Background: an optimization exercise with open tools, aiming at small area. Do not read the settings as production practice.
Function was checked by simulation only, so behaviour that the tests miss may differ from the original.
No activity file was given, so power comes from the tool's default toggle rates.

==> design.v <==
`resetall
`timescale 1ns / 1ps
`default_nettype none
module gpio_axil #
(
    parameter NUM_GPIO = 32,  
    parameter AXIL_ADDR_WIDTH = 16,
    parameter AXIL_ADDR_BASE = 0,
    parameter RB_NEXT_PTR = 0
)
(
    input  wire                         clk,
    input  wire                         rst,
    input  wire [AXIL_ADDR_WIDTH-1:0]   s_axil_awaddr,
    input  wire [2:0]                   s_axil_awprot,
    input  wire                         s_axil_awvalid,
    output wire                         s_axil_awready,
    input  wire [31:0]                  s_axil_wdata,
    input  wire [3:0]                   s_axil_wstrb,
    input  wire                         s_axil_wvalid,
    output wire                         s_axil_wready,
    output wire [1:0]                   s_axil_bresp,
    output wire                         s_axil_bvalid,
    input  wire                         s_axil_bready,
    input  wire [AXIL_ADDR_WIDTH-1:0]   s_axil_araddr,
    input  wire [2:0]                   s_axil_arprot,
    input  wire                         s_axil_arvalid,
    output wire                         s_axil_arready,
    output wire [31:0]                  s_axil_rdata,
    output wire [1:0]                   s_axil_rresp,
    output wire                         s_axil_rvalid,
    input  wire                         s_axil_rready,
    output wire                         irq,
    input  wire [NUM_GPIO-1:0]          gpio_i,
    output wire [NUM_GPIO-1:0]          gpio_t,
    output wire [NUM_GPIO-1:0]          gpio_o
);
localparam [31:0] ID_VALUE  = 32'h294EC110;
localparam [31:0] REV_VALUE = 32'h00000100;
localparam [31:0] PTR_VALUE = RB_NEXT_PTR;
localparam [31:0] CNT_VALUE = NUM_GPIO;
reg s_axil_awready_reg;
reg s_axil_bvalid_reg;
reg s_axil_arready_reg;
reg s_axil_rvalid_reg;
reg [31:0] s_axil_rdata_reg;
assign s_axil_awready = s_axil_awready_reg;
assign s_axil_wready = s_axil_awready_reg;
assign s_axil_bresp = 2'b00;
assign s_axil_bvalid = s_axil_bvalid_reg;
assign s_axil_arready = s_axil_arready_reg;
assign s_axil_rdata = s_axil_rdata_reg;
assign s_axil_rresp = 2'b00;
assign s_axil_rvalid = s_axil_rvalid_reg;
reg software_rst;
reg [31:0] data_tristate_reg;  
reg [31:0] data_output_reg;
reg [31:0] data_input_reg;
reg [31:0] data_input_reg_last;
assign gpio_o = data_output_reg[NUM_GPIO-1:0];
assign gpio_t = data_tristate_reg[NUM_GPIO-1:0];
reg [31:0] irq_redge_en;
reg [31:0] irq_fedge_en;
reg [31:0] irq_bit_mask;
reg [31:0] irq_status_summary_last;
wire do_axil_write = s_axil_awvalid && s_axil_wvalid && !s_axil_awready_reg &&
                     (!s_axil_bvalid_reg || s_axil_bready);
wire do_axil_read  = s_axil_arvalid && !s_axil_arready_reg &&
                     (!s_axil_rvalid_reg || s_axil_rready);
wire       wr_blk  = do_axil_write && (s_axil_awaddr[15:6] == 10'd0);
wire [3:0] wr_word = s_axil_awaddr[5:2];
wire wr_swrst = wr_blk && (wr_word == 4'h4) && (s_axil_wdata == 32'h0000000A);
wire wr_clear = wr_blk && (wr_word == 4'hF) && (s_axil_wdata == 32'h00000001);
wire [3:0] st_dir   = {4{wr_blk && (wr_word == 4'h9)}} & s_axil_wstrb;
wire [3:0] st_out   = {4{wr_blk && (wr_word == 4'hA)}} & s_axil_wstrb;
wire [3:0] st_redge = {4{wr_blk && (wr_word == 4'hC)}} & s_axil_wstrb;
wire [3:0] st_fedge = {4{wr_blk && (wr_word == 4'hD)}} & s_axil_wstrb;
wire [3:0] st_mask  = {4{wr_blk && (wr_word == 4'hE)}} & s_axil_wstrb;
wire kill = rst || software_rst;
wire [31:0] nx_dir, nx_out, nx_redge, nx_fedge, nx_mask, nx_last;
genvar gb;
generate
    for (gb = 0; gb < 4; gb = gb + 1) begin : g_byte
        gpio_axil_ld8n u_dir (
            .q_n(data_tristate_reg[gb*8 +: 8]), .d(s_axil_wdata[gb*8 +: 8]),
            .hold_n(st_dir[gb] || kill), .load(st_dir[gb] && !kill),
            .y_n(nx_dir[gb*8 +: 8]));
        gpio_axil_ld8 u_out (
            .q(data_output_reg[gb*8 +: 8]), .d(s_axil_wdata[gb*8 +: 8]),
            .hold(!st_out[gb] && !kill), .load(st_out[gb] && !kill),
            .y(nx_out[gb*8 +: 8]));
        gpio_axil_ld8 u_redge (
            .q(irq_redge_en[gb*8 +: 8]), .d(s_axil_wdata[gb*8 +: 8]),
            .hold(!st_redge[gb] && !rst), .load(st_redge[gb] && !rst),
            .y(nx_redge[gb*8 +: 8]));
        gpio_axil_ld8 u_fedge (
            .q(irq_fedge_en[gb*8 +: 8]), .d(s_axil_wdata[gb*8 +: 8]),
            .hold(!st_fedge[gb] && !rst), .load(st_fedge[gb] && !rst),
            .y(nx_fedge[gb*8 +: 8]));
        gpio_axil_ld8 u_mask (
            .q(irq_bit_mask[gb*8 +: 8]), .d(s_axil_wdata[gb*8 +: 8]),
            .hold(!st_mask[gb] && !rst), .load(st_mask[gb] && !rst),
            .y(nx_mask[gb*8 +: 8]));
        gpio_axil_ld8 u_last (
            .q(data_input_reg_last[gb*8 +: 8]), .d(data_input_reg[gb*8 +: 8]),
            .hold(software_rst), .load(!software_rst),
            .y(nx_last[gb*8 +: 8]));
    end
endgenerate
wire [31:0] new_events;
wire [31:0] nx_status;
reg  status_zero;
wire capture     = status_zero && !software_rst;
wire status_clr  = rst || wr_clear;
genvar gi;
generate
    for (gi = 0; gi < 32; gi = gi + 1) begin : g_irq
        gpio_axil_irq1 u_irq (
            .cur(data_input_reg[gi]), .prev(data_input_reg_last[gi]),
            .redge(irq_redge_en[gi]), .fedge(irq_fedge_en[gi]), .mask(irq_bit_mask[gi]),
            .status(irq_status_summary_last[gi]), .capture(capture), .clr(status_clr),
            .event_o(new_events[gi]), .status_next(nx_status[gi]));
    end
endgenerate
assign irq = status_zero && (|new_events);
wire       rd_hold = s_axil_rvalid_reg && !s_axil_rready;
wire       rd_blk  = !rd_hold && (s_axil_araddr[15:6] == 10'd0);
wire [3:0] rd_word = s_axil_araddr[5:2];
wire [6:0] rd_sel = {
    rd_hold,
    rd_blk && (rd_word == 4'hF),    
    rd_blk && (rd_word == 4'hE),    
    rd_blk && (rd_word == 4'hD),    
    rd_blk && (rd_word == 4'hC),    
    rd_blk && (rd_word == 4'hB),    
    rd_blk && (rd_word == 4'hA)     
};
wire rd_dir_n = !(rd_blk && (rd_word == 4'h9));
wire rs_id  = rd_blk && (rd_word == 4'h0);
wire rs_rev = rd_blk && (rd_word == 4'h1);
wire rs_ptr = rd_blk && (rd_word == 4'h2);
wire rs_cnt = rd_blk && (rd_word == 4'h8);
wire [31:0] rd_const_n = ~(({32{rs_id}}  & ID_VALUE) |
                           ({32{rs_rev}} & REV_VALUE) |
                           ({32{rs_ptr}} & PTR_VALUE) |
                           ({32{rs_cnt}} & CNT_VALUE));
wire [31:0] nx_rdata;
genvar gr;
generate
    for (gr = 0; gr < 32; gr = gr + 1) begin : g_rd
        if ((ID_VALUE[gr] | REV_VALUE[gr] | PTR_VALUE[gr] | CNT_VALUE[gr]) != 1'b0) begin : g_c
            gpio_axil_rd8c u_rd (
                .sel(rd_sel),
                .d({s_axil_rdata_reg[gr], irq_status_summary_last[gr], irq_bit_mask[gr],
                    irq_fedge_en[gr], irq_redge_en[gr], data_input_reg[gr],
                    data_output_reg[gr]}),
                .sel_n(rd_dir_n), .d_n(data_tristate_reg[gr]),
                .c_n(rd_const_n[gr]), .y(nx_rdata[gr]));
        end else begin : g_n
            gpio_axil_rd8 u_rd (
                .sel(rd_sel),
                .d({s_axil_rdata_reg[gr], irq_status_summary_last[gr], irq_bit_mask[gr],
                    irq_fedge_en[gr], irq_redge_en[gr], data_input_reg[gr],
                    data_output_reg[gr]}),
                .sel_n(rd_dir_n), .d_n(data_tristate_reg[gr]),
                .y(nx_rdata[gr]));
        end
    end
endgenerate
always @(posedge clk) begin
    s_axil_awready_reg <= !rst && do_axil_write;
    s_axil_bvalid_reg  <= !rst && (do_axil_write || (s_axil_bvalid_reg && !s_axil_bready));
    s_axil_arready_reg <= !rst && do_axil_read;
    s_axil_rvalid_reg  <= !rst && (do_axil_read || (s_axil_rvalid_reg && !s_axil_rready));
    software_rst       <= !rst && wr_swrst;
    data_tristate_reg <= nx_dir;
    data_output_reg <= nx_out;
    irq_redge_en    <= nx_redge;
    irq_fedge_en    <= nx_fedge;
    irq_bit_mask    <= nx_mask;
    data_input_reg  <= gpio_i & {32{!kill}};
    data_input_reg_last <= nx_last;
    irq_status_summary_last <= nx_status;
    status_zero <= status_clr || (status_zero && (software_rst || !(|new_events)));
    s_axil_rdata_reg <= nx_rdata;
end
endmodule
module gpio_axil_ld8
(
    input  wire [7:0] q,
    input  wire [7:0] d,
    input  wire       hold,
    input  wire       load,
    output wire [7:0] y
);
assign y = (q & {8{hold}}) | (d & {8{load}});
endmodule
module gpio_axil_irq1
(
    input  wire cur,
    input  wire prev,
    input  wire redge,
    input  wire fedge,
    input  wire mask,
    input  wire status,
    input  wire capture,
    input  wire clr,
    output wire event_o,
    output wire status_next
);
wire rise_n, fall_n, keep_n;
gpio_axil_nand4b u_rise (.a_n(prev), .b(cur),  .c(redge), .d(mask), .y(rise_n));
gpio_axil_nand4b u_fall (.a_n(cur),  .b(prev), .c(fedge), .d(mask), .y(fall_n));
gpio_axil_nand2  u_ev   (.a(rise_n), .b(fall_n), .y(event_o));
gpio_axil_aoi21  u_keep (.a1(capture), .a2(event_o), .b1(status), .y(keep_n));
gpio_axil_nor2   u_next (.a(clr), .b(keep_n), .y(status_next));
endmodule
module gpio_axil_rd8
(
    input  wire [6:0] sel,
    input  wire [6:0] d,
    input  wire       sel_n,
    input  wire       d_n,
    output wire       y
);
wire [2:0] t;
gpio_axil_aoi222 u_t0 (.a1(sel[0]), .a2(d[0]), .b1(sel[1]), .b2(d[1]), .c1(sel[2]), .c2(d[2]), .y(t[0]));
gpio_axil_aoi222 u_t1 (.a1(sel[3]), .a2(d[3]), .b1(sel[4]), .b2(d[4]), .c1(sel[5]), .c2(d[5]), .y(t[1]));
gpio_axil_a2bb2oi u_t2 (.a1_n(sel_n), .a2_n(d_n), .b1(sel[6]), .b2(d[6]), .y(t[2]));
gpio_axil_nand3  u_y  (.a(t[0]), .b(t[1]), .c(t[2]), .y(y));
endmodule
module gpio_axil_rd8c
(
    input  wire [6:0] sel,
    input  wire [6:0] d,
    input  wire       sel_n,
    input  wire       d_n,
    input  wire       c_n,
    output wire       y
);
wire [2:0] t;
gpio_axil_aoi222 u_t0 (.a1(sel[0]), .a2(d[0]), .b1(sel[1]), .b2(d[1]), .c1(sel[2]), .c2(d[2]), .y(t[0]));
gpio_axil_aoi222 u_t1 (.a1(sel[3]), .a2(d[3]), .b1(sel[4]), .b2(d[4]), .c1(sel[5]), .c2(d[5]), .y(t[1]));
gpio_axil_a2bb2oi u_t2 (.a1_n(sel_n), .a2_n(d_n), .b1(sel[6]), .b2(d[6]), .y(t[2]));
gpio_axil_nand4  u_y  (.a(t[0]), .b(t[1]), .c(t[2]), .d(c_n), .y(y));
endmodule
module gpio_axil_ld8n
(
    input  wire [7:0] q_n,
    input  wire [7:0] d,
    input  wire       hold_n,
    input  wire       load,
    output wire [7:0] y_n
);
assign y_n = ~((~q_n & {8{~hold_n}}) | (d & {8{load}}));
endmodule
module gpio_axil_nand2 (input wire a, input wire b, output wire y);
assign y = ~(a & b);
endmodule
module gpio_axil_nand3 (input wire a, input wire b, input wire c, output wire y);
assign y = ~(a & b & c);
endmodule
module gpio_axil_nand4 (input wire a, input wire b, input wire c, input wire d, output wire y);
assign y = ~(a & b & c & d);
endmodule
module gpio_axil_nor2 (input wire a, input wire b, output wire y);
assign y = ~(a | b);
endmodule
module gpio_axil_nand4b (input wire a_n, input wire b, input wire c, input wire d, output wire y);
assign y = ~(~a_n & b & c & d);
endmodule
module gpio_axil_aoi21 (input wire a1, input wire a2, input wire b1, output wire y);
assign y = ~((a1 & a2) | b1);
endmodule
module gpio_axil_aoi22 (input wire a1, input wire a2, input wire b1, input wire b2, output wire y);
assign y = ~((a1 & a2) | (b1 & b2));
endmodule
module gpio_axil_aoi221 (input wire a1, input wire a2, input wire b1, input wire b2, input wire c1,
                         output wire y);
assign y = ~((a1 & a2) | (b1 & b2) | c1);
endmodule
module gpio_axil_a2bb2oi (input wire a1_n, input wire a2_n, input wire b1, input wire b2,
                          output wire y);
assign y = ~((~a1_n & ~a2_n) | (b1 & b2));
endmodule
module gpio_axil_aoi222 (input wire a1, input wire a2, input wire b1, input wire b2, input wire c1,
                         input wire c2, output wire y);
assign y = ~((a1 & a2) | (b1 & b2) | (c1 & c2));
endmodule
`resetall
==> flow/run.sh <==
#!/bin/bash
# Standard layout, except: combinational cells start at their smallest drive
# strength, the ports get the smallest buffer, and the clock tree uses
# larger leaf clusters.
set -o pipefail
here=$(cd "$(dirname "$0")" && pwd)
bash standard.sh \
  "PRE_FLOORPLAN_TCL=$here/downsize.tcl" \
  "BUFFER_PORTS_ARGS=-buffer_cell sky130_fd_sc_hd__buf_1" \
  "CTS_ARGS=-sink_clustering_enable -repair_clock_nets -dont_use_dummy_load -buf_list sky130_fd_sc_hd__clkbuf_8 -sink_clustering_size 16 -sink_clustering_max_diameter 60" \
  finish > standard.log 2>&1
==> flow/downsize.tcl <==
# Before floorplanning: put every combinational cell at the smallest drive
# strength of its function. The repairs later in the flow size up whatever
# timing, slew or capacitance needs.
set ds_dont_use $::env(DONT_USE_CELLS)
set ds_count 0
foreach inst [get_cells *] {
  set master [get_property $inst ref_name]
  if {![regexp {^(sky130_fd_sc_hd__[a-z0-9]+)_([0-9]+)$} $master -> base drive]} { continue }
  if {[regexp {__(df|edf|sdf|dl|conb|tap|fill|decap|clk)} $base]} { continue }
  set best $master
  set best_area [get_property [lindex [get_lib_cells */$master] 0] area]
  foreach cand [get_lib_cells */${base}_*] {
    set cname [get_name $cand]
    if {![regexp "^${base}_\[0-9\]+\$" $cname]} { continue }
    if {[lsearch -exact $ds_dont_use $cname] >= 0} { continue }
    set a [get_property $cand area]
    if {$a < $best_area - 1e-6} { set best $cname; set best_area $a }
  }
  if {$best ne $master} {
    replace_cell $inst [lindex [get_lib_cells */$best] 0]
    incr ds_count
  }
}
puts "downsize: $ds_count cells set to their smallest drive strength"
==> standard.sh <==
#!/bin/bash
# synth_recipe.tcl (not shown) runs the flow's synth.tcl, then flattens the netlist and writes it again
# the make line also repeats each setting of config.mk as NAME=value (left out here)
make -C /OpenROAD-flow-scripts/flow DESIGN_CONFIG=/design/flow/config.mk WORK_HOME=/design/flow/orfs CLKGATE_MAP_FILE= SYNTH_SCRIPT=/design/flow/synth_recipe.tcl "${@:-finish}"
==> config.mk <==
export PLATFORM = sky130hd
export DESIGN_NAME = gpio_axil
export DESIGN_NICKNAME = gpio_axil
export VERILOG_FILES = /design/flow/design.v
export SDC_FILE = /design/flow/constraint.sdc
export NUM_CORES = 4
export LEC_CHECK = 0
export CAP_MARGIN = 20
export CORE_MARGIN = 2
export CORE_UTILIZATION = 50
export SLEW_MARGIN = 20
export SYNTH_HIERARCHICAL = 1
==> constraint.sdc <==
create_clock -name core_clock -period 5.0 [get_ports {clk}]
set_input_delay 1.0000 -clock core_clock [delete_from_list [all_inputs] [get_ports {clk}]]
set_output_delay 1.0000 -clock core_clock [all_outputs]
set_load 0.01 [all_outputs]
==> PnR_summary.wiki, run 1 <==
{| class="wikitable"
! Metric !! Value
|-
| Final-layout worst hold slack || 491.8 ps
|-
| Min Clock Period, post-route || 3404 ps
|-
| Power share of the clock group || 30.5%
|-
| Type of the worst setup path || register to output pin
|-
| Cell breakdown of the critical path || nand4b_1 > nand2_1 > nor4_1 > nand4_1 > o21a_1 > buf_1
|-
| Fraction of final layout cells with drive strength greater than 1 || 4.538%
|-
| Grt ovf || 0
|-
| Maximum count of clock buffers along a single path || 3
|-
| Drt wl/cell || 24.12 um
|-
| Net Sw Power || 0.8674 mW
|-
| Worst setup slack after placement || 1111 ps
|-
| Fin crit share || 68.07%
|-
| Number of global-route vias before repair || 8649
|-
| Total vias in the final route || 9527
|-
| Via count normalized by instance count || 6.494
|-
| Clock insertion delay at the later pin of the skew report || 560 ps
|-
| Number of nets in the layout || 1305
|-
| CTS clock-pin slew for the worst setup and hold paths || 100 ps
|-
| Sum of buffers and inverters on the critical path || 1
|-
| Fmax || 0.2938 GHz
|-
| Vertical extent of the die || 151.0 um
|-
| Tot GR Track Use || 29.68%
|-
| Total of cells resized after clock tree synthesis || 0
|-
| DRT antenna net count || 0
|-
| # Post-CTS Setup Buffers || 0
|-
| Arrival time worst endpoint || 2400 ps
|-
| Sort of element at the start of the critical path || register
|-
| Critical R2R Capture || data_tristate_reg[17]
|-
| Standard-cell rows || 53
|-
| Proportion of total power due to net switching || 23.48%
|-
| Final Wtd Congestion || 0.8104
|-
| Core area || 0.02109 sq mm
|-
| Worst IR drop on VDD || 0.2327 mV
|-
| Status || no timing/DRC/antenna violations
|-
| Unrepaired setup endpoints after global routing || false
|-
| Cells after Synth || 1004
|-
| Chip width || 151.0 um
|-
| Final setup fails || 0
|-
| Worst hold path depth || 1
|-
| Pin count of the biggest net entering global routing || 37
|-
| Reported leakage power || 4.517 nW
|-
| Worst slew pin tran || 1143 ps
|-
| HPWL reported at the end of detailed placement || 22290 um
|-
| Cell at the slowest stage of the critical path || sky130_fd_sc_hd__nor4_1
|-
| Hold buffer count at CTS || 0
|-
| Num CTS Buffers || 22
|-
| Element type at the critical path end || output pin
|-
| Register-to-register setup slack || 2110 ps
|-
| Worst Reg-to-Reg Cells || 6
|-
| Slew Limit Headroom || 23.77%
|-
| Power share of the sequential group || 64.8%
|-
| Combinational fraction of design power || 4.7%
|-
| Worst Path Max Fanout || 4
|-
| Endpoint, Worst Hold || data_tristate_reg[9]
|-
| Yosys synthesis warning count || 7
|-
| Number of buffers inserted by port buffering || 204
|-
| Type of the most critical hold path || register to register
|-
| Fill cells || 1945
|-
| Master cell of the clock root buffer || sky130_fd_sc_hd__clkbuf_8
|-
| Data required time of the worst path || 4000 ps
|-
| Sink count of the clock tree || 294
|-
| Final worst slack || 1596 ps
|-
| Internal power contribution || 2.827 mW
|-
| Final Hold Fails || 0
|-
| Length of the first detailed-routing pass in iterations || 8
|-
| Final WL || 35380 um
|-
| Worst reg2reg path startpoint || s_axil_awready_reg
|-
| Total I/O pin count || 219
|-
| Drt initial violations || 995
|-
| Initial cell density of the core || 51.20%
|-
| Hold Crit Start || data_tristate_reg[9]
|-
| Top cell family by delay on the critical path || simple AND/OR/NAND/NOR gates
|-
| Number of max-cap violations || 0
|-
| Total die area || 0.02279 sq mm
|-
| Number of antenna violations at the first check in global routing || 1
|-
| CP peak stage delay || 560 ps
|-
| First-pass GRT wire length || 51400 um
|-
| Clock tree from TritonCTS || built
|-
| Power per cell area || 303.3 mW/mm^2
|-
| H-Tree Depth || 1
|-
| Number of pins exceeding their max-slew limit in the final report || 0
|-
| Setup Total Neg Slack || 0 ps
|-
| Skew final || 27.30 ps
|-
| Post-route DRC violation count || 0
|}
## cell usage in the layout, fill, tap and decap left out, types with 2 or more instances in the layout
cell type                     n
sky130_fd_sc_hd__o21ai_1      4
sky130_fd_sc_hd__conb_1       4
sky130_fd_sc_hd__nor4b_1      3
sky130_fd_sc_hd__nand3_1     26
sky130_fd_sc_hd__or4_1        3
sky130_fd_sc_hd__nor4_1      20
sky130_fd_sc_hd__nand4b_1    64
sky130_fd_sc_hd__nor2_4       2
sky130_fd_sc_hd__or2_2        2
sky130_fd_sc_hd__a2bb2oi_1   64
sky130_fd_sc_hd__buf_4       18
sky130_fd_sc_hd__nor2b_1      3
sky130_fd_sc_hd__nand2b_1     8
sky130_fd_sc_hd__a21oi_1     50
sky130_fd_sc_hd__nand2_1     38
sky130_fd_sc_hd__inv_1        6
sky130_fd_sc_hd__buf_1      204
sky130_fd_sc_hd__a222oi_1    64
sky130_fd_sc_hd__and2_1      32
sky130_fd_sc_hd__nor3_1       7
sky130_fd_sc_hd__diode_2      2
sky130_fd_sc_hd__dfxtp_1    293
sky130_fd_sc_hd__nand4_1     18
sky130_fd_sc_hd__inv_2        2
sky130_fd_sc_hd__a22o_1     160
sky130_fd_sc_hd__and3_1       7
sky130_fd_sc_hd__nor3_2       3
sky130_fd_sc_hd__nor2_1      50
sky130_fd_sc_hd__clkbuf_8    22
## worst max path at each step
stage                            from  slack [ps]                    end  cells after the start
detailed placement   s_axil_awaddr[7]        1110  data_tristate_reg[22]                      7
global route         s_axil_awaddr[7]        1540  data_tristate_reg[25]                      6
global placement     s_axil_awaddr[7]        1100  data_tristate_reg[17]                      7
finish              data_input_reg[1]        1600                    irq                      6
CTS                  s_axil_awaddr[7]        1690  data_tristate_reg[22]                      7
floorplan           s_axil_araddr[10]         940   s_axil_rdata_reg[14]                      6
## metrics by stage
step / total power [mW] / instances / instance area, sq um / utilization (%)
CTS: 3.709 / 1465 / 12170 / 57.73
global route: 3.817 / 1466 / 12180 / 57.74
detailed placement: 2.618 / 1443 / 11870 / 56.30
finish: 3.694 / 1467 / 12180 / 57.75
floorplan: 2.522 / 1007 / 10810 / -
global placement: 2.617 / 1443 / 11870 / 56.30
## worst reg2reg max path, delay by kind of cell, from the launching register on
kind	cells	cell delay, ps
simple gates	4	2100
flops	1	330
buf+inv	1	270
compound gates	1	60
## layer usage
layer  track usage, %  wire length (um)
met1            42.88             16060
met2            46.36             15820
met3            4.036              2709
met4            8.925               799
met5                0                 0
## power by group through the flow
stage | Combinational (mW) | Sequential (mW) | Clock, mW
floorplan | 0.0801 | 2.44 | 0
global placement | 0.169 | 2.45 | 0
detailed placement | 0.170 | 2.45 | 0
CTS | 0.171 | 2.39 | 1.14
global route | 0.186 | 2.40 | 1.23
finish | 0.173 | 2.39 | 1.13
## cell type report
cell class                 count  area (sq um)  share of cell area, %
antenna                        2         5.005                0.04109
tap                          275         344.1                  2.825
clock buffer                  22         302.8                  2.486
timing repair buffer         222         900.9                  7.397
sequential                   294          5887                  48.34
multi-input combinational    644          4710                  38.67
inverter                       8         30.03                 0.2466
==> inputs of run 2 (changes only) <==
--- a/design.v
+++ b/design.v
@@ -55,8 +55,8 @@
 reg software_rst;
 reg [31:0] data_tristate_reg;  
 reg [31:0] data_output_reg;
-reg [31:0] data_input_reg;
-reg [31:0] data_input_reg_last;
+reg [31:0] data_input_reg_n;       
+reg [31:0] data_input_reg_last_n;  
 assign gpio_o = data_output_reg[NUM_GPIO-1:0];
 assign gpio_t = data_tristate_reg[NUM_GPIO-1:0];
 reg [31:0] irq_redge_en;
@@ -102,7 +102,7 @@
             .hold(!st_mask[gb] && !rst), .load(st_mask[gb] && !rst),
             .y(nx_mask[gb*8 +: 8]));
         gpio_axil_ld8 u_last (
-            .q(data_input_reg_last[gb*8 +: 8]), .d(data_input_reg[gb*8 +: 8]),
+            .q(data_input_reg_last_n[gb*8 +: 8]), .d(data_input_reg_n[gb*8 +: 8]),
             .hold(software_rst), .load(!software_rst),
             .y(nx_last[gb*8 +: 8]));
     end
@@ -116,7 +116,7 @@
 generate
     for (gi = 0; gi < 32; gi = gi + 1) begin : g_irq
         gpio_axil_irq1 u_irq (
-            .cur(data_input_reg[gi]), .prev(data_input_reg_last[gi]),
+            .cur_n(data_input_reg_n[gi]), .prev_n(data_input_reg_last_n[gi]),
             .redge(irq_redge_en[gi]), .fedge(irq_fedge_en[gi]), .mask(irq_bit_mask[gi]),
             .status(irq_status_summary_last[gi]), .capture(capture), .clr(status_clr),
             .event_o(new_events[gi]), .status_next(nx_status[gi]));
@@ -126,16 +126,18 @@
 wire       rd_hold = s_axil_rvalid_reg && !s_axil_rready;
 wire       rd_blk  = !rd_hold && (s_axil_araddr[15:6] == 10'd0);
 wire [3:0] rd_word = s_axil_araddr[5:2];
-wire [6:0] rd_sel = {
+wire [5:0] rd_sel = {
     rd_hold,
     rd_blk && (rd_word == 4'hF),    
     rd_blk && (rd_word == 4'hE),    
     rd_blk && (rd_word == 4'hD),    
     rd_blk && (rd_word == 4'hC),    
-    rd_blk && (rd_word == 4'hB),    
     rd_blk && (rd_word == 4'hA)     
 };
-wire rd_dir_n = !(rd_blk && (rd_word == 4'h9));
+wire [1:0] rd_sel_n = {
+    !(rd_blk && (rd_word == 4'hB)),  
+    !(rd_blk && (rd_word == 4'h9))   
+};
 wire rs_id  = rd_blk && (rd_word == 4'h0);
 wire rs_rev = rd_blk && (rd_word == 4'h1);
 wire rs_ptr = rd_blk && (rd_word == 4'h2);
@@ -152,17 +154,15 @@
             gpio_axil_rd8c u_rd (
                 .sel(rd_sel),
                 .d({s_axil_rdata_reg[gr], irq_status_summary_last[gr], irq_bit_mask[gr],
-                    irq_fedge_en[gr], irq_redge_en[gr], data_input_reg[gr],
-                    data_output_reg[gr]}),
-                .sel_n(rd_dir_n), .d_n(data_tristate_reg[gr]),
+                    irq_fedge_en[gr], irq_redge_en[gr], data_output_reg[gr]}),
+                .sel_n(rd_sel_n), .d_n({data_input_reg_n[gr], data_tristate_reg[gr]}),
                 .c_n(rd_const_n[gr]), .y(nx_rdata[gr]));
         end else begin : g_n
             gpio_axil_rd8 u_rd (
                 .sel(rd_sel),
                 .d({s_axil_rdata_reg[gr], irq_status_summary_last[gr], irq_bit_mask[gr],
-                    irq_fedge_en[gr], irq_redge_en[gr], data_input_reg[gr],
-                    data_output_reg[gr]}),
-                .sel_n(rd_dir_n), .d_n(data_tristate_reg[gr]),
+                    irq_fedge_en[gr], irq_redge_en[gr], data_output_reg[gr]}),
+                .sel_n(rd_sel_n), .d_n({data_input_reg_n[gr], data_tristate_reg[gr]}),
                 .y(nx_rdata[gr]));
         end
     end
@@ -178,8 +178,8 @@
     irq_redge_en    <= nx_redge;
     irq_fedge_en    <= nx_fedge;
     irq_bit_mask    <= nx_mask;
-    data_input_reg  <= gpio_i & {32{!kill}};
-    data_input_reg_last <= nx_last;
+    data_input_reg_n <= ~(gpio_i & {32{!kill}});
+    data_input_reg_last_n <= nx_last;
     irq_status_summary_last <= nx_status;
     status_zero <= status_clr || (status_zero && (software_rst || !(|new_events)));
     s_axil_rdata_reg <= nx_rdata;
@@ -197,8 +197,8 @@
 endmodule
 module gpio_axil_irq1
 (
-    input  wire cur,
-    input  wire prev,
+    input  wire cur_n,
+    input  wire prev_n,
     input  wire redge,
     input  wire fedge,
     input  wire mask,
@@ -209,39 +209,39 @@
     output wire status_next
 );
 wire rise_n, fall_n, keep_n;
-gpio_axil_nand4b u_rise (.a_n(prev), .b(cur),  .c(redge), .d(mask), .y(rise_n));
-gpio_axil_nand4b u_fall (.a_n(cur),  .b(prev), .c(fedge), .d(mask), .y(fall_n));
+gpio_axil_nand4b u_rise (.a_n(cur_n),  .b(prev_n), .c(redge), .d(mask), .y(rise_n));
+gpio_axil_nand4b u_fall (.a_n(prev_n), .b(cur_n),  .c(fedge), .d(mask), .y(fall_n));
 gpio_axil_nand2  u_ev   (.a(rise_n), .b(fall_n), .y(event_o));
 gpio_axil_aoi21  u_keep (.a1(capture), .a2(event_o), .b1(status), .y(keep_n));
 gpio_axil_nor2   u_next (.a(clr), .b(keep_n), .y(status_next));
 endmodule
 module gpio_axil_rd8
 (
-    input  wire [6:0] sel,
-    input  wire [6:0] d,
-    input  wire       sel_n,
-    input  wire       d_n,
+    input  wire [5:0] sel,
+    input  wire [5:0] d,
+    input  wire [1:0] sel_n,
+    input  wire [1:0] d_n,
     output wire       y
 );
 wire [2:0] t;
 gpio_axil_aoi222 u_t0 (.a1(sel[0]), .a2(d[0]), .b1(sel[1]), .b2(d[1]), .c1(sel[2]), .c2(d[2]), .y(t[0]));
 gpio_axil_aoi222 u_t1 (.a1(sel[3]), .a2(d[3]), .b1(sel[4]), .b2(d[4]), .c1(sel[5]), .c2(d[5]), .y(t[1]));
-gpio_axil_a2bb2oi u_t2 (.a1_n(sel_n), .a2_n(d_n), .b1(sel[6]), .b2(d[6]), .y(t[2]));
+gpio_axil_o22a   u_t2 (.a1(sel_n[0]), .a2(d_n[0]), .b1(sel_n[1]), .b2(d_n[1]), .x(t[2]));
 gpio_axil_nand3  u_y  (.a(t[0]), .b(t[1]), .c(t[2]), .y(y));
 endmodule
 module gpio_axil_rd8c
 (
-    input  wire [6:0] sel,
-    input  wire [6:0] d,
-    input  wire       sel_n,
-    input  wire       d_n,
+    input  wire [5:0] sel,
+    input  wire [5:0] d,
+    input  wire [1:0] sel_n,
+    input  wire [1:0] d_n,
     input  wire       c_n,
     output wire       y
 );
 wire [2:0] t;
 gpio_axil_aoi222 u_t0 (.a1(sel[0]), .a2(d[0]), .b1(sel[1]), .b2(d[1]), .c1(sel[2]), .c2(d[2]), .y(t[0]));
 gpio_axil_aoi222 u_t1 (.a1(sel[3]), .a2(d[3]), .b1(sel[4]), .b2(d[4]), .c1(sel[5]), .c2(d[5]), .y(t[1]));
-gpio_axil_a2bb2oi u_t2 (.a1_n(sel_n), .a2_n(d_n), .b1(sel[6]), .b2(d[6]), .y(t[2]));
+gpio_axil_o22a   u_t2 (.a1(sel_n[0]), .a2(d_n[0]), .b1(sel_n[1]), .b2(d_n[1]), .x(t[2]));
 gpio_axil_nand4  u_y  (.a(t[0]), .b(t[1]), .c(t[2]), .d(c_n), .y(y));
 endmodule
 module gpio_axil_ld8n
@@ -279,9 +279,8 @@
                          output wire y);
 assign y = ~((a1 & a2) | (b1 & b2) | c1);
 endmodule
-module gpio_axil_a2bb2oi (input wire a1_n, input wire a2_n, input wire b1, input wire b2,
-                          output wire y);
-assign y = ~((~a1_n & ~a2_n) | (b1 & b2));
+module gpio_axil_o22a (input wire a1, input wire a2, input wire b1, input wire b2, output wire x);
+assign x = (a1 | a2) & (b1 | b2);
 endmodule
 module gpio_axil_aoi222 (input wire a1, input wire a2, input wire b1, input wire b2, input wire c1,
                          input wire c2, output wire y);
--- a/flow/run.sh
+++ b/flow/run.sh
@@ -7,5 +7,5 @@
 bash standard.sh \
   "PRE_FLOORPLAN_TCL=$here/downsize.tcl" \
   "BUFFER_PORTS_ARGS=-buffer_cell sky130_fd_sc_hd__buf_1" \
-  "CTS_ARGS=-sink_clustering_enable -repair_clock_nets -dont_use_dummy_load -buf_list sky130_fd_sc_hd__clkbuf_8 -sink_clustering_size 16 -sink_clustering_max_diameter 60" \
+  "CTS_ARGS=-sink_clustering_enable -repair_clock_nets -dont_use_dummy_load -buf_list sky130_fd_sc_hd__clkbuf_8 -sink_clustering_size 20 -sink_clustering_max_diameter 50" \
   finish > standard.log 2>&1
==> run 2 against run 1 <==
Final cell count rose by 0.68%. Global-route usage rose by 2.2 points. Clock power rose by 13%. Flip-flop and latch count did not move. Sequential power barely moved. Non-clock buffer count rose by 3. Via count rose by 2.7%. Core utilization rose by 0.30 points. Fmax fell by 1.1%. First-iteration DRC count rose by 14%. Clock skew rose by 33 ps. Largest cell class unchanged.
==> PnR_summary.wiki, run 2 <==
{| class="wikitable"
! Metric !! Value
|-
| Status || no timing/DRC/antenna violations
|-
| # Post-CTS Setup Buffers || 0 (unchanged)
|-
| Fmax || 0.2906 GHz (-1.1%)
|-
| Type of the worst setup path || register to output pin
|-
| Clock insertion delay at the later pin of the skew report || 600 ps (+40 ps)
|-
| Cell breakdown of the critical path || nand4b_1 > nand2_1 > nor4_1 > nand4_1 > o21a_1 > buf_1
|-
| Most frequent cells in the layout || sky130_fd_sc_hd__dfxtp_1 (294), sky130_fd_sc_hd__buf_1 (204), sky130_fd_sc_hd__a22o_1 (160), sky130_fd_sc_hd__nand2_1 (69)
|-
| Worst setup slack after placement || 1062 ps (-49.82 ps)
|-
| Slew Limit Headroom || 28.70% (+4.9 points)
|-
| Pin count of the biggest net entering global routing || 34 (-8.1%)
|-
| Cells after Synth || 1004 (unchanged)
|-
| CTS clock-pin slew for the worst setup and hold paths || 80 ps (-20 ps)
|-
| Element type at the critical path end || output pin
|-
| Cell at the slowest stage of the critical path || sky130_fd_sc_hd__nor4_1
|-
| Number of antenna violations at the first check in global routing || 2 (+1)
|-
| Reported leakage power || 4.644 nW (+2.8%)
|-
| Arrival time worst endpoint || 2440 ps (+40 ps)
|-
| Tot GR Track Use || 31.86% (+2.2 points)
|-
| Sort of element at the start of the critical path || register
|-
| Vertical extent of the die || 150.4 um (-0.36%)
|-
| Number of max-cap violations || 0 (unchanged)
|-
| H-Tree Depth || 1 (unchanged)
|-
| Global routing usage on met1 || 45.93% (+3.1 points)
|-
| DRT antenna net count || 0 (unchanged)
|-
| Number of global-route vias before repair || 9127 (+5.5%)
|-
| Post-route DRC violation count || 0 (unchanged)
|-
| Skew final || 60.72 ps (+33.42 ps)
|-
| Fin crit share || 68.83% (+0.76 points)
|-
| Total I/O pin count || 219 (unchanged)
|-
| Worst slew pin tran || 1070 ps (-73.91 ps)
|-
| Number of nets in the layout || 1315 (+0.77%)
|-
| Data required time of the worst path || 4000 ps (about the same)
|-
| Type of the most critical hold path || register to register
|-
| Total of cells resized after clock tree synthesis || 0 (unchanged)
|-
| Hold buffer count at CTS || 0 (unchanged)
|-
| Fraction of final layout cells with drive strength greater than 1 || 5.083% (+0.55 points)
|-
| Num CTS Buffers || 29 (+32%)
|-
| Maximum count of clock buffers along a single path || 3 (unchanged)
|-
| Filler-free cell count of the finished design || 1477 (+0.68%)
|-
| Sum of buffers and inverters on the critical path || 1 (unchanged)
|-
| Commonest non-fill, non-tap cell in the layout || sky130_fd_sc_hd__dfxtp_1
|-
| Drt wl/cell || 25.03 um (+3.8%)
|-
| Grt ovf || 0 (unchanged)
|-
| HPWL reported at the end of detailed placement || 23070 um (+3.5%)
|-
| Count of placed standard cells including taps || 1446 (+0.21%)
|-
| Setup Total Neg Slack || 0 ps (unchanged)
|-
| Master cell of the clock root buffer || sky130_fd_sc_hd__clkbuf_8
|-
| Worst Path Max Fanout || 4 (unchanged)
|-
| Power per cell area || 315.0 mW/mm^2 (+3.8%)
|-
| Yosys synthesis warning count || 7 (unchanged)
|-
| Top cell family by delay on the critical path || simple AND/OR/NAND/NOR gates
|-
| Final Total Pwr || 3.844 mW (+4.0%)
|-
| Drt initial violations || 1131 (+14%)
|-
| Final worst slack || 1559 ps (-37.80 ps)
|-
| Number of pins exceeding their max-slew limit in the final report || 0 (unchanged)
|-
| Initial cell density of the core || 50.99% (-0.22 points)
|-
| Total die area || 0.02262 sq mm (-0.72%)
|-
| Post-layout utilization of the core || 58.05% (+0.30 points)
|-
| Length of the first detailed-routing pass in iterations || 8 (unchanged)
|-
| Busiest metal layer after global routing || met2
|-
| Chip width || 150.4 um (-0.36%)
|-
| Final Wtd Congestion || 0.8359 (+3.1%)
|-
| Final setup fails || 0 (unchanged)
|-
| Final Hold Fails || 0 (unchanged)
|-
| Unrepaired setup endpoints after global routing || false
|-
| Final WL || 36970 um (+4.5%)
|-
| Via count normalized by instance count || 6.624 (+2.0%)
|-
| Standard-cell rows || 53 (unchanged)
|-
| Worst IR drop on VDD || 0.1864 mV (-20%)
|-
| Min Clock Period, post-route || 3442 ps (+37.80 ps)
|-
| Number of buffers inserted by port buffering || 204 (unchanged)
|-
| Met2 track demand over resource || 48.50% (+2.1 points)
|-
| First-pass GRT wire length || 54820 um (+6.7%)
|-
| CP peak stage delay || 670 ps (+110 ps)
|-
| Sink count of the clock tree || 294 (unchanged)
|-
| Total vias in the final route || 9783 (+2.7%)
|-
| Met3 usage in global routing || 5.818% (+1.8 points)
|-
| Core area || 0.02102 sq mm (-0.31%)
|-
| Clock tree from TritonCTS || built
|}
## run 2: metal layers
metal | vias up | wire length, um
li1 | 4401 | -
met1 | 4806 | 16150
met2 | 511 | 16480
met3 | 65 | 3580
met4 | 0 | 754
met5 | - | 0
## run 2: cell type report
cell class,count,area (sq um)
repair buffers,225,923.4
diodes,2,5.005
fillers,1888,8818
multi-input cells,644,4616
well taps,275,344.1
inverters,8,30.03
clock buffers,29,399.1
flip-flops and latches,294,5886
## run 2: metrics by stage
stage          hold WS (ps)  instance area, sq um
6_report              459.0                 12200
4_1_cts               455.2                 12200
2_1_floorplan         449.2                 10730
3_5_place_dp          465.2                 11800
3_3_place_gp          461.4                 11800
5_1_grt               483.0                 12200
## run 2: power by group
group	leakage [nW]	internal [mW]	switching (mW)	total [mW]
Clock	0.209	0.514	0.762	1.28
Sequential	2.39	2.37	0.0250	2.40
Combinational	2.05	0.0590	0.114	0.173
## run 2: tightest hold or removal path: stages, from the launching register on
cell and delay, ps:
sky130_fd_sc_hd__dfxtp_1 330, sky130_fd_sc_hd__a222oi_1 60, sky130_fd_sc_hd__nand3_1 60
## run 2: worst paths after layout
| path | start | cells after the start | slack (ps) | endpoint |
|---|---|---|---|---|
| setup / recovery | data_input_reg_n[16] | 6 | 1560 | irq |
| hold / removal | irq_status_summary_last[30] | 2 | 460 | s_axil_rdata_reg[30] |
| setup reg to reg | s_axil_awready_reg | 6 | 2080 | data_tristate_reg[2] |
| hold reg to reg | irq_status_summary_last[30] | 2 | 460 | s_axil_rdata_reg[30] |
==> inputs of run 3 (changes only) <==
--- a/flow/run.sh
+++ b/flow/run.sh
@@ -7,5 +7,5 @@
 bash standard.sh \
   "PRE_FLOORPLAN_TCL=$here/downsize.tcl" \
   "BUFFER_PORTS_ARGS=-buffer_cell sky130_fd_sc_hd__buf_1" \
-  "CTS_ARGS=-sink_clustering_enable -repair_clock_nets -dont_use_dummy_load -buf_list sky130_fd_sc_hd__clkbuf_8 -sink_clustering_size 20 -sink_clustering_max_diameter 50" \
+  "CTS_ARGS=-sink_clustering_enable -repair_clock_nets -dont_use_dummy_load -buf_list sky130_fd_sc_hd__clkbuf_8 -sink_clustering_size 16 -sink_clustering_max_diameter 60" \
   finish > standard.log 2>&1
--- a/config.mk
+++ b/config.mk
@@ -7,6 +7,6 @@
 export LEC_CHECK = 0
 export CAP_MARGIN = 20
 export CORE_MARGIN = 2
-export CORE_UTILIZATION = 50
+export CORE_UTILIZATION = 62
 export SLEW_MARGIN = 20
 export SYNTH_HIERARCHICAL = 1
==> run 3 against run 2 <==
Routed wire length decreased by 5.1%. Sequential share of layout area rose by 0.69 points. Sequential power about the same. Clock power shrank 13%. Still clean on timing, DRC and antenna. Register-to-register slack about the same.
==> PnR_summary.wiki, run 3 <==
{| class="wikitable"
! Metric !! Value
|-
| Status || no timing/DRC/antenna violations
|-
| Design area || 0.01203 sq mm (-1.4%)
|-
| Yosys synthesis warning count || 7 (unchanged)
|-
| Clock insertion delay at the later pin of the skew report || 550 ps (-50 ps)
|-
| Count of placed standard cells including taps || 1395 (-3.5%)
|-
| Slew Limit Headroom || 28.44% (-0.26 points)
|-
| Number of buffers inserted by port buffering || 204 (unchanged)
|-
| Final Wtd Congestion || 0.8949 (+7.1%)
|-
| Number of nets in the layout || 1307 (-0.61%)
|-
| Register-to-register setup slack || 2080 ps (about the same)
|-
| Maximum count of clock buffers along a single path || 3 (unchanged)
|-
| Element type at the critical path end || output pin
|-
| Worst Path Max Fanout || 4 (unchanged)
|-
| Initial cell density of the core || 62.62% (+12 points)
|-
| Most frequent cells in the layout || sky130_fd_sc_hd__dfxtp_1 (294), sky130_fd_sc_hd__buf_1 (204), sky130_fd_sc_hd__a22o_1 (160), sky130_fd_sc_hd__nand2_1 (69)
|-
| HPWL reported at the end of detailed placement || 21980 um (-4.7%)
|-
| Worst Reg-to-Reg Cells || 6 (unchanged)
|-
| Final-layout worst hold slack || 488.3 ps (+29.30 ps)
|-
| Number of pins exceeding their max-slew limit in the final report || 0 (unchanged)
|-
| Drt initial violations || 1363 (+21%)
|-
| Num CTS Buffers || 22 (-24%)
|-
| Worst slew pin tran || 1071 ps (+1.654 ps)
|-
| Cells after Synth || 1004 (unchanged)
|-
| Number of global-route vias before repair || 9286 (+1.7%)
|-
| Cell breakdown of the critical path || nand4b_1 > nand2_1 > nor4_1 > nand4_1 > o21a_1 > buf_1
|-
| Tot GR Track Use || 37.29% (+5.4 points)
|-
| Commonest non-fill, non-tap cell in the layout || sky130_fd_sc_hd__dfxtp_1
|-
| Endpoint, Worst Hold || s_axil_rdata_reg[0]
|-
| Total vias in the final route || 9980 (+2.0%)
|-
| Post-route DRC violation count || 0 (unchanged)
|-
| Min Clock Period, post-route || 3466 ps (+24.72 ps)
|-
| Type of the worst setup path || register to output pin
|-
| Arrival time worst endpoint || 2470 ps (+30 ps)
|-
| Sort of element at the start of the critical path || register
|-
| Total die area || 0.01835 sq mm (-19%)
|-
| Diodes inserted || 0 (-2)
|-
| Worst IR drop on VDD || 0.2600 mV (+39%)
|-
| Total of cells resized after clock tree synthesis || 0 (unchanged)
|-
| Data required time of the worst path || 4000 ps (about the same)
|-
| Cell at the slowest stage of the critical path || sky130_fd_sc_hd__nor4_1
|-
| Fin crit share || 69.32% (+0.49 points)
|-
| Hold Crit Start || irq_status_summary_last[0]
|-
| Total I/O pin count || 219 (unchanged)
|-
| Worst Setup SP || data_input_reg_n[16]
|-
| Placed cell area || 0.01173 sq mm (-0.59%)
|-
| Sink count of the clock tree || 294 (unchanged)
|-
| Skew final || 39.92 ps (-20.80 ps)
|-
| Hold buffer count at CTS || 0 (unchanged)
|-
| DRT antenna net count || 0 (unchanged)
|-
| # Post-CTS Setup Buffers || 0 (unchanged)
|-
| Via count normalized by instance count || 7.043 (+6.3%)
|-
| Type of the most critical hold path || register to register
|-
| Final WL || 35090 um (-5.1%)
|-
| Pin count of the biggest net entering global routing || 34 (unchanged)
|-
| Reported leakage power || 4.590 nW (-1.2%)
|-
| Core area || 0.01712 sq mm (-19%)
|-
| CTS clock-pin slew for the worst setup and hold paths || 90 ps (about the same)
|-
| First-pass GRT wire length || 52870 um (-3.5%)
|-
| Clock tree from TritonCTS || built
|-
| Setup Total Neg Slack || 0 ps (unchanged)
|-
| CP peak stage delay || 700 ps (+30 ps)
|-
| Length of the first detailed-routing pass in iterations || 11 (+3)
|-
| Final setup fails || 0 (unchanged)
|-
| Number of antenna violations at the first check in global routing || 0 (-2)
|-
| Standard-cell rows || 48 (-9.4%)
|-
| Critical R2R Capture || data_tristate_reg[1]
|-
| Vertical extent of the die || 135.5 um (-9.9%)
|-
| Unrepaired setup endpoints after global routing || false
|-
| H-Tree Depth || 1 (unchanged)
|-
| Filler-free cell count of the finished design || 1417 (-4.1%)
|-
| Drt wl/cell || 24.76 um (-1.1%)
|-
| Final Hold Fails || 0 (unchanged)
|-
| Number of max-cap violations || 0 (unchanged)
|-
| Chip width || 135.5 um (-9.9%)
|-
| Grt ovf || 0 (unchanged)
|-
| Power per cell area || 306.1 mW/mm^2 (-2.8%)
|-
| Worst hold path depth || 2 (unchanged)
|-
| Fraction of final layout cells with drive strength greater than 1 || 4.446% (-0.64 points)
|-
| Fmax || 0.2885 GHz (-0.71%)
|-
| Master cell of the clock root buffer || sky130_fd_sc_hd__clkbuf_8
|-
| Worst reg2reg path startpoint || s_axil_awready_reg
|}
[run 3: worst max-delay path: cells and delay by family, from the launching register on]
kind,cells,cell delay (ps)
buf+inv,1,140
compound gates,1,270
simple gates,4,1110
flops,1,400
[run 3: report_power, final]
group	internal, mW	total, mW	leakage [nW]	switching [mW]
Clock	0.396	1.12	0.158	0.720
Sequential	2.37	2.40	2.39	0.0255
Combinational	0.0590	0.172	2.04	0.113
[run 3: layout make-up]
type / instances / area (sq um)
fillers: 1397 / 5085
inverters: 8 / 30.03
well taps: 225 / 281.5
multi-input cells: 644 / 4616
repair buffers: 224 / 915.9
clock buffers: 22 / 302.8
flip-flops and latches: 294 / 5886
[run 3: worst max path at each step]
stage	endpoint	cells after the start
finish	irq	6
global route	irq	6
CTS	irq	6
detailed placement	data_tristate_reg[1]	7
global placement	data_tristate_reg[2]	7
floorplan	s_axil_rdata_reg[14]	5
[run 3: per-layer routing]
metal	up-vias	share of wire, %	GRT usage [%]	routed length, um
met2	698	43	56.74	15220
met5	-	0	0	0
met3	120	12	7.744	4364
li1	4388	-	-	-
met4	0	3.8	15.91	1318
met1	4774	40	51.80	14190
[run 3: through the flow]
step / setup WS (ps) / util, % / power, mW
5_1_grt: 1465 / 70.29 / 3.778
3_3_place_gp: 1150 / 68.52 / 2.611
3_5_place_dp: 1137 / 68.52 / 2.615
6_report: 1534 / 70.29 / 3.683
2_1_floorplan: 1364 / - / 2.520
4_1_cts: 1524 / 70.29 / 3.674
==> inputs of run 4 (changes only) <==
--- a/config.mk
+++ b/config.mk
@@ -7,6 +7,6 @@
 export LEC_CHECK = 0
 export CAP_MARGIN = 20
 export CORE_MARGIN = 2
-export CORE_UTILIZATION = 62
+export CORE_UTILIZATION = 50
 export SLEW_MARGIN = 20
 export SYNTH_HIERARCHICAL = 1
==> run 4 against run 3 <==
Via count fell by 2.9%. Largest cell class unchanged. Total power up 1.6%. Die area is 23% higher. Global-route usage shrank 5.5 points. Clock skew is 1.4 ps lower. Combinational power about the same. Cell area grew 0.85%. Final cell count rose by 3.9%. Core utilization down 13 points. Sequential power is essentially flat. Clock power is 4% higher. Worst hold slack gained 3.2 ps.
==> PnR_summary.wiki, run 4 <==
{| class="wikitable"
! Metric !! Value
|-
| Arrival time worst endpoint || 2450 ps (-20 ps)
|-
| Net Sw Power || 0.8830 mW (+2.9%)
|-
| Grt ovf || 0 (unchanged)
|-
| Sort of element at the start of the critical path || register
|-
| Vertical extent of the die || 150.4 um (+11%)
|-
| Cell at the slowest stage of the critical path || sky130_fd_sc_hd__nor4_1
|-
| Power per cell area || 308.3 mW/mm^2 (+0.73%)
|-
| Total of cells resized after clock tree synthesis || 0 (unchanged)
|-
| Fill cells || 1899 (+36%)
|-
| First-pass GRT wire length || 54700 um (+3.4%)
|-
| Tot GR Track Use || 31.76% (-5.5 points)
|-
| Sum of buffers and inverters on the critical path || 1 (unchanged)
|-
| Drt initial violations || 1139 (-16%)
|-
| Yosys synthesis warning count || 7 (unchanged)
|-
| Final Wtd Congestion || 0.8359 (-6.6%)
|-
| Post-route DRC violation count || 0 (unchanged)
|-
| Via count normalized by instance count || 6.586 (-6.5%)
|-
| Worst slew pin tran || 1082 ps (+10.89 ps)
|-
| Fmax || 0.2896 GHz (+0.38%)
|-
| Combinational fraction of design power || 4.6% (about the same)
|-
| Type of the worst setup path || register to output pin
|-
| H-Tree Depth || 1 (unchanged)
|-
| Final WL || 36900 um (+5.1%)
|-
| DRT antenna net count || 0 (unchanged)
|-
| Element type at the critical path end || output pin
|-
| Pin count of the biggest net entering global routing || 34 (unchanged)
|-
| Chip width || 150.4 um (+11%)
|-
| Power share of the clock group || 31.4% (+1.1 points)
|-
| Core area || 0.02102 sq mm (+23%)
|-
| Top cell family by delay on the critical path || simple AND/OR/NAND/NOR gates
|-
| Number of max-cap violations || 0 (unchanged)
|-
| Clock tree from TritonCTS || built
|-
| Number of buffers inserted by port buffering || 204 (unchanged)
|-
| Worst IR drop on VDD || 0.1917 mV (-26%)
|-
| Setup Total Neg Slack || 0 ps (unchanged)
|-
| Sink count of the clock tree || 294 (unchanged)
|-
| Worst Path Max Fanout || 4 (unchanged)
|-
| Fraction of final layout cells with drive strength greater than 1 || 4.686% (+0.24 points)
|-
| # Post-CTS Setup Buffers || 0 (unchanged)
|-
| Power share of the sequential group || 64.0% (-1.0 points)
|-
| CTS clock-pin slew for the worst setup and hold paths || 90 ps (about the same)
|-
| Number of pins exceeding their max-slew limit in the final report || 0 (unchanged)
|-
| Number of global-route vias before repair || 9048 (-2.6%)
|-
| Status || no timing/DRC/antenna violations
|-
| Cell breakdown of the critical path || nand4b_1 > nand2_1 > nor4_1 > nand4_1 > o21a_1 > buf_1
|-
| Clock insertion delay at the later pin of the skew report || 570 ps (+20 ps)
|-
| Final setup fails || 0 (unchanged)
|-
| Length of the first detailed-routing pass in iterations || 9 (-2)
|-
| Most frequent cells in the layout || sky130_fd_sc_hd__dfxtp_1 (294), sky130_fd_sc_hd__buf_1 (204), sky130_fd_sc_hd__a22o_1 (160), sky130_fd_sc_hd__nand2_1 (69)
|-
| Master cell of the clock root buffer || sky130_fd_sc_hd__clkbuf_8
|-
| Worst setup slack after placement || 1062 ps (-75.29 ps)
|-
| Internal power contribution || 2.859 mW (+1.2%)
|-
| Fin crit share || 69.06% (-0.27 points)
|-
| Cells after Synth || 1004 (unchanged)
|-
| Final Hold Fails || 0 (unchanged)
|-
| Total die area || 0.02262 sq mm (+23%)
|-
| Total vias in the final route || 9694 (-2.9%)
|-
| Min Clock Period, post-route || 3453 ps (-13.28 ps)
|-
| Unrepaired setup endpoints after global routing || false
|-
| Initial cell density of the core || 50.99% (-12 points)
|-
| Commonest non-fill, non-tap cell in the layout || sky130_fd_sc_hd__dfxtp_1
|-
| Drt wl/cell || 25.06 um (+1.2%)
|-
| Number of antenna violations at the first check in global routing || 2 (+2)
|-
| Reported leakage power || 4.608 nW (+0.40%)
|-
| CP peak stage delay || 680 ps (-20 ps)
|-
| Number of nets in the layout || 1310 (+0.23%)
|-
| Type of the most critical hold path || register to register
|-
| Num CTS Buffers || 24 (+9.1%)
|-
| Hold buffer count at CTS || 0 (unchanged)
|-
| Skew final || 38.57 ps (-1.354 ps)
|-
| Proportion of total power due to net switching || 23.60% (+0.30 points)
|-
| Total I/O pin count || 219 (unchanged)
|-
| Maximum count of clock buffers along a single path || 3 (unchanged)
|-
| Final worst slack || 1547 ps (+13.28 ps)
|-
| Standard-cell rows || 53 (+10%)
|-
| Slew Limit Headroom || 27.86% (-0.57 points)
|-
| HPWL reported at the end of detailed placement || 23070 um (+5.0%)
|-
| Data required time of the worst path || 4000 ps (about the same)
|}
## run 4: cell types whose count changed in the layout (fill, tap and decap cells not counted), sizes merged
| cell | before | now |
|---|---|---|
| clkbuf | 22 | 24 |
| diode | 0 | 2 |
| buf | 224 | 225 |
## run 4: routing by layer
| layer | track usage [%] | vias to the layer above | share of wire [%] |
|---|---|---|---|
| met5 | 0 | - | 0 |
| met4 | 8.774 | 0 | 2.2 |
| met3 | 5.606 | 61 | 9.9 |
| met2 | 49.14 | 551 | 44 |
| met1 | 45.68 | 4687 | 44 |
| li1 | - | 4395 | - |
## run 4: metrics by stage
step | power, mW | hold slack (ps) | area (sq um) | util [%] | instances
2_1_floorplan | 2.520 | 449.2 | 10730 | - | 1007
3_3_place_gp | 2.616 | 461.4 | 11800 | 56.13 | 1446
3_5_place_dp | 2.618 | 465.2 | 11800 | 56.13 | 1446
4_1_cts | 3.758 | 488.7 | 12130 | 57.70 | 1470
5_1_grt | 3.860 | 511.2 | 12130 | 57.71 | 1471
6_report | 3.742 | 491.5 | 12130 | 57.72 | 1472
## run 4: power by group through the flow
stage	Clock (mW)	Combinational, mW	Sequential [mW]
6_report	1.17	0.173	2.39
5_1_grt	1.27	0.185	2.40
4_1_cts	1.19	0.170	2.39
3_5_place_dp	0	0.170	2.45
3_3_place_gp	0	0.168	2.45
2_1_floorplan	0	0.0777	2.44
## run 4: worst reg2reg max path, cell delays in order, from the launching register on
cell and delay [ps]:
sky130_fd_sc_hd__dfxtp_1 330, sky130_fd_sc_hd__nand3b_1 270, sky130_fd_sc_hd__or2_0 360, sky130_fd_sc_hd__nor4b_1 920, sky130_fd_sc_hd__buf_4 270, sky130_fd_sc_hd__and3_1 500, sky130_fd_sc_hd__a22o_1 210
## run 4: final cells by class
class | count | area [sq um] | area share, %
diodes | 2 | 5.005 | 0.04125
clock buffers | 24 | 330.3 | 2.722
inverters | 8 | 30.03 | 0.2475
multi-input cells | 644 | 4616 | 38.04
flip-flops and latches | 294 | 5886 | 48.50
well taps | 275 | 344.1 | 2.836
repair buffers | 225 | 923.4 | 7.610
## run 4: worst paths after layout
kind,startpoint,to,slack [ps],depth (start not counted)
hold / removal,irq_status_summary_last[31],s_axil_rdata_reg[31],490,2
hold reg to reg,irq_status_summary_last[31],s_axil_rdata_reg[31],490,2
setup / recovery,data_input_reg_n[16],irq,1550,6
setup reg to reg,s_axil_awready_reg,data_output_reg[14],2090,6
==> inputs of run 5 (changes only) <==
--- a/config.mk
+++ b/config.mk
@@ -7,6 +7,6 @@
 export LEC_CHECK = 0
 export CAP_MARGIN = 20
 export CORE_MARGIN = 2
-export CORE_UTILIZATION = 50
+export CORE_UTILIZATION = 57
 export SLEW_MARGIN = 20
 export SYNTH_HIERARCHICAL = 1
==> run 5 against run 4 <==
Clock power hardly changed. Critical path type unchanged. Cell area fell by 0.60%. Largest power group unchanged. Clock skew rose by 1.8 ps. Synthesized cell count stayed put. Via count rose by 2.1%. Still clean. Routed wire length down 2.3%.
==> PnR_summary.wiki, run 5 <==
{| class="wikitable"
! Metric !! Value
|-
| Min Clock Period, post-route || 3454 ps (+0.8100 ps)
|-
| Number of nets in the layout || 1308 (-0.15%)
|-
| Cell at the slowest stage of the critical path || sky130_fd_sc_hd__nor4_1
|-
| Total of cells resized after clock tree synthesis || 0 (unchanged)
|-
| Arrival time worst endpoint || 2450 ps (about the same)
|-
| Via count normalized by instance count || 6.925 (+5.2%)
|-
| Worst setup slack after placement || 1194 ps (+132.2 ps)
|-
| First-pass GRT wire length || 53220 um (-2.7%)
|-
| Commonest non-fill, non-tap cell in the layout || sky130_fd_sc_hd__dfxtp_1
|-
| Tot GR Track Use || 34.68% (+2.9 points)
|-
| Num CTS Buffers || 23 (-4.2%)
|-
| Yosys synthesis warning count || 7 (unchanged)
|-
| Total vias in the final route || 9896 (+2.1%)
|-
| Post-layout utilization of the core || 64.92% (+7.2 points)
|-
| Total I/O pin count || 219 (unchanged)
|-
| Standard-cell rows || 50 (-5.7%)
|-
| Fmax || 0.2895 GHz (about the same)
|-
| Worst slew pin tran || 1068 ps (-14.33 ps)
|-
| CP peak stage delay || 710 ps (+30 ps)
|-
| Drt initial violations || 1345 (+18%)
|-
| Number of pins exceeding their max-slew limit in the final report || 0 (unchanged)
|-
| Clock tree from TritonCTS || built
|-
| Filler-free cell count of the finished design || 1429 (-2.9%)
|-
| Count of placed standard cells including taps || 1404 (-2.9%)
|-
| Most frequent cells in the layout || sky130_fd_sc_hd__dfxtp_1 (294), sky130_fd_sc_hd__buf_1 (204), sky130_fd_sc_hd__a22o_1 (160), sky130_fd_sc_hd__nand2_1 (69)
|-
| Endpoint, Worst Hold || s_axil_rdata_reg[9]
|-
| # Post-CTS Setup Buffers || 0 (unchanged)
|-
| Data required time of the worst path || 4000 ps (about the same)
|-
| Number of antenna violations at the first check in global routing || 2 (unchanged)
|-
| Worst IR drop on VDD || 0.2177 mV (+14%)
|-
| Cells after Synth || 1004 (unchanged)
|-
| Drt wl/cell || 25.22 um (+0.63%)
|-
| H-Tree Depth || 1 (unchanged)
|-
| Power per cell area || 308.4 mW/mm^2 (about the same)
|-
| Pin count of the biggest net entering global routing || 36 (+5.9%)
|-
| Fin crit share || 69.08% (about the same)
|-
| Sum of buffers and inverters on the critical path || 1 (unchanged)
|-
| Number of buffers inserted by port buffering || 204 (unchanged)
|-
| Unrepaired setup endpoints after global routing || false
|-
| Slew Limit Headroom || 28.67% (+0.80 points)
|-
| Worst Path Max Fanout || 4 (unchanged)
|-
| Clock insertion delay at the later pin of the skew report || 560 ps (about the same)
|-
| Initial cell density of the core || 57.68% (+6.7 points)
|-
| Grt ovf || 0 (unchanged)
|-
| Total area of multi-input combinational cells || 0.004616 sq mm (unchanged)
|-
| Final setup fails || 0 (unchanged)
|-
| Number of max-cap violations || 0 (unchanged)
|-
| Vertical extent of the die || 141.1 um (-6.2%)
|-
| Fill cells || 1579 (-17%)
|-
| Design area || 0.01206 sq mm (-0.60%)
|-
| Final Wtd Congestion || 0.8375 (+0.19%)
|-
| Element type at the critical path end || output pin
|-
| Final Total Pwr || 3.719 mW (-0.60%)
|-
| CTS clock-pin slew for the worst setup and hold paths || 100 ps (about the same)
|-
| Total die area || 0.01992 sq mm (-12%)
|-
| Sink count of the clock tree || 294 (unchanged)
|-
| Post-route DRC violation count || 0 (unchanged)
|-
| Cell breakdown of the critical path || nand4b_1 > nand2_1 > nor4_1 > nand4_1 > o21a_1 > buf_1
|-
| Worst reg2reg path startpoint || s_axil_awready_reg
|-
| Chip width || 141.1 um (-6.2%)
|-
| Logic depth of the worst setup path including buffers || 6 (unchanged)
|-
| Skew final || 40.33 ps (+1.764 ps)
|-
| DRT antenna net count || 0 (unchanged)
|-
| HPWL reported at the end of detailed placement || 22060 um (-4.4%)
|-
| Core area || 0.01858 sq mm (-12%)
|-
| Hold buffer count at CTS || 0 (unchanged)
|-
| Final-layout worst hold slack || 490.0 ps (-1.429 ps)
|-
| Sort of element at the start of the critical path || register
|-
| Final Hold Fails || 0 (unchanged)
|-
| Master cell of the clock root buffer || sky130_fd_sc_hd__clkbuf_8
|-
| Area taken by flip-flops and latches || 0.005886 sq mm (unchanged)
|-
| Register-to-register setup slack || 2100 ps (about the same)
|-
| Fraction of final layout cells with drive strength greater than 1 || 4.526% (-0.16 points)
|-
| Worst Reg-to-Reg Cells || 6 (unchanged)
|-
| Placed cell area || 0.01174 sq mm (-0.50%)
|-
| Final WL || 36040 um (-2.3%)
|-
| Maximum count of clock buffers along a single path || 3 (unchanged)
|-
| Reported leakage power || 4.597 nW (-0.25%)
|-
| Type of the most critical hold path || register to register
|-
| Worst hold path depth || 2 (unchanged)
|-
| Final worst slack || 1546 ps (-0.8100 ps)
|-
| Length of the first detailed-routing pass in iterations || 8 (-1)
|-
| Status || no timing/DRC/antenna violations
|-
| Hold Crit Start || irq_status_summary_last[9]
|-
| Top cell family by delay on the critical path || simple AND/OR/NAND/NOR gates
|-
| Critical R2R Capture || data_output_reg[22]
|-
| Setup Total Neg Slack || 0 ps (unchanged)
|-
| Type of the worst setup path || register to output pin
|-
| Number of global-route vias before repair || 9073 (+0.28%)
|}
[run 5: area by class of cell]
cell class | count | share of cell area [%]
inverters | 8 | 0.2490
multi-input cells | 644 | 38.27
repair buffers | 224 | 7.593
flip-flops and latches | 294 | 48.80
diodes | 2 | 0.04149
clock buffers | 23 | 2.624
well taps | 234 | 2.427
[run 5: worst reg2reg max path, stage by stage, from the launching register on]
cell,delay [ps]
sky130_fd_sc_hd__dfxtp_1,340
sky130_fd_sc_hd__nand3b_1,270
sky130_fd_sc_hd__or2_0,350
sky130_fd_sc_hd__nor4b_1,890
sky130_fd_sc_hd__buf_4,280
sky130_fd_sc_hd__and3_1,480
sky130_fd_sc_hd__a22o_1,210
[run 5: worst max-delay path by stage]
stage | slack (ps) | end | startpoint
after floorplan | 1360 | s_axil_rdata_reg[14] | s_axil_araddr[10]
after global placement | 1260 | data_output_reg[21] | s_axil_awaddr[7]
after detailed placement | 1190 | data_output_reg[22] | s_axil_awaddr[7]
after CTS | 1570 | irq | data_input_reg_n[16]
after global routing | 1330 | irq | data_input_reg_n[16]
final | 1550 | irq | data_input_reg_n[16]
[run 5: power by group]
group | switching (mW) | internal (mW) | total [mW] | leakage (nW)
Combinational | 0.114 | 0.0590 | 0.173 | 2.04
Clock | 0.737 | 0.413 | 1.15 | 0.165
Sequential | 0.0254 | 2.37 | 2.40 | 2.39
[run 5: per-layer routing]
layer  track usage, %  wire length (um)  up-vias
li1                 -                 -     4396
met1            48.53             14710     4749
met2            51.71             15690      654
met3            8.832              4345       97
met4            13.37              1296        0
met5                0                 0        -

[separate check: timing with driven ports]
In the flow no input, the clock included, has a driving cell. The finished layouts below were timed again as built, in two steps.
Step 1: set_driving_cell puts a clkbuf_16 on clk and a buf_2 on each other input, an assumption about the parent block.
Step 2, shift: input delay + t, output delay - t, t = (earliest + latest rising clock arrival at the registers) / 2. This alone moves slack from input paths to output paths.
a / b / c = ideal / step 1 / step 2; a / b = the first two.
| run | shift t [ns] | setup WS [ns] | worst setup path after step 2 | worst slew at a driven data input, ns |
|---|---|---|---|---|
| run 1 | 0.589 | 1.596 / 1.553 / 1.039 | input to register | 0.07 |
| run 2 | 0.615 | 1.558 / 1.515 / 1.074 | input to register | 0.08 |
| run 3 | 0.571 | 1.534 / 1.494 / 1.064 | input to register | 0.08 |
| run 4 | 0.595 | 1.547 / 1.502 / 1.038 | input to register | 0.09 |
| run 5 | 0.589 | 1.546 / 1.504 / 1.077 | input to register | 0.08 |
After both steps every run listed still meets setup and hold. The setup slack of run 1, which loses most, moves by -0.043 ns with the drivers and by -0.557 ns with both steps.
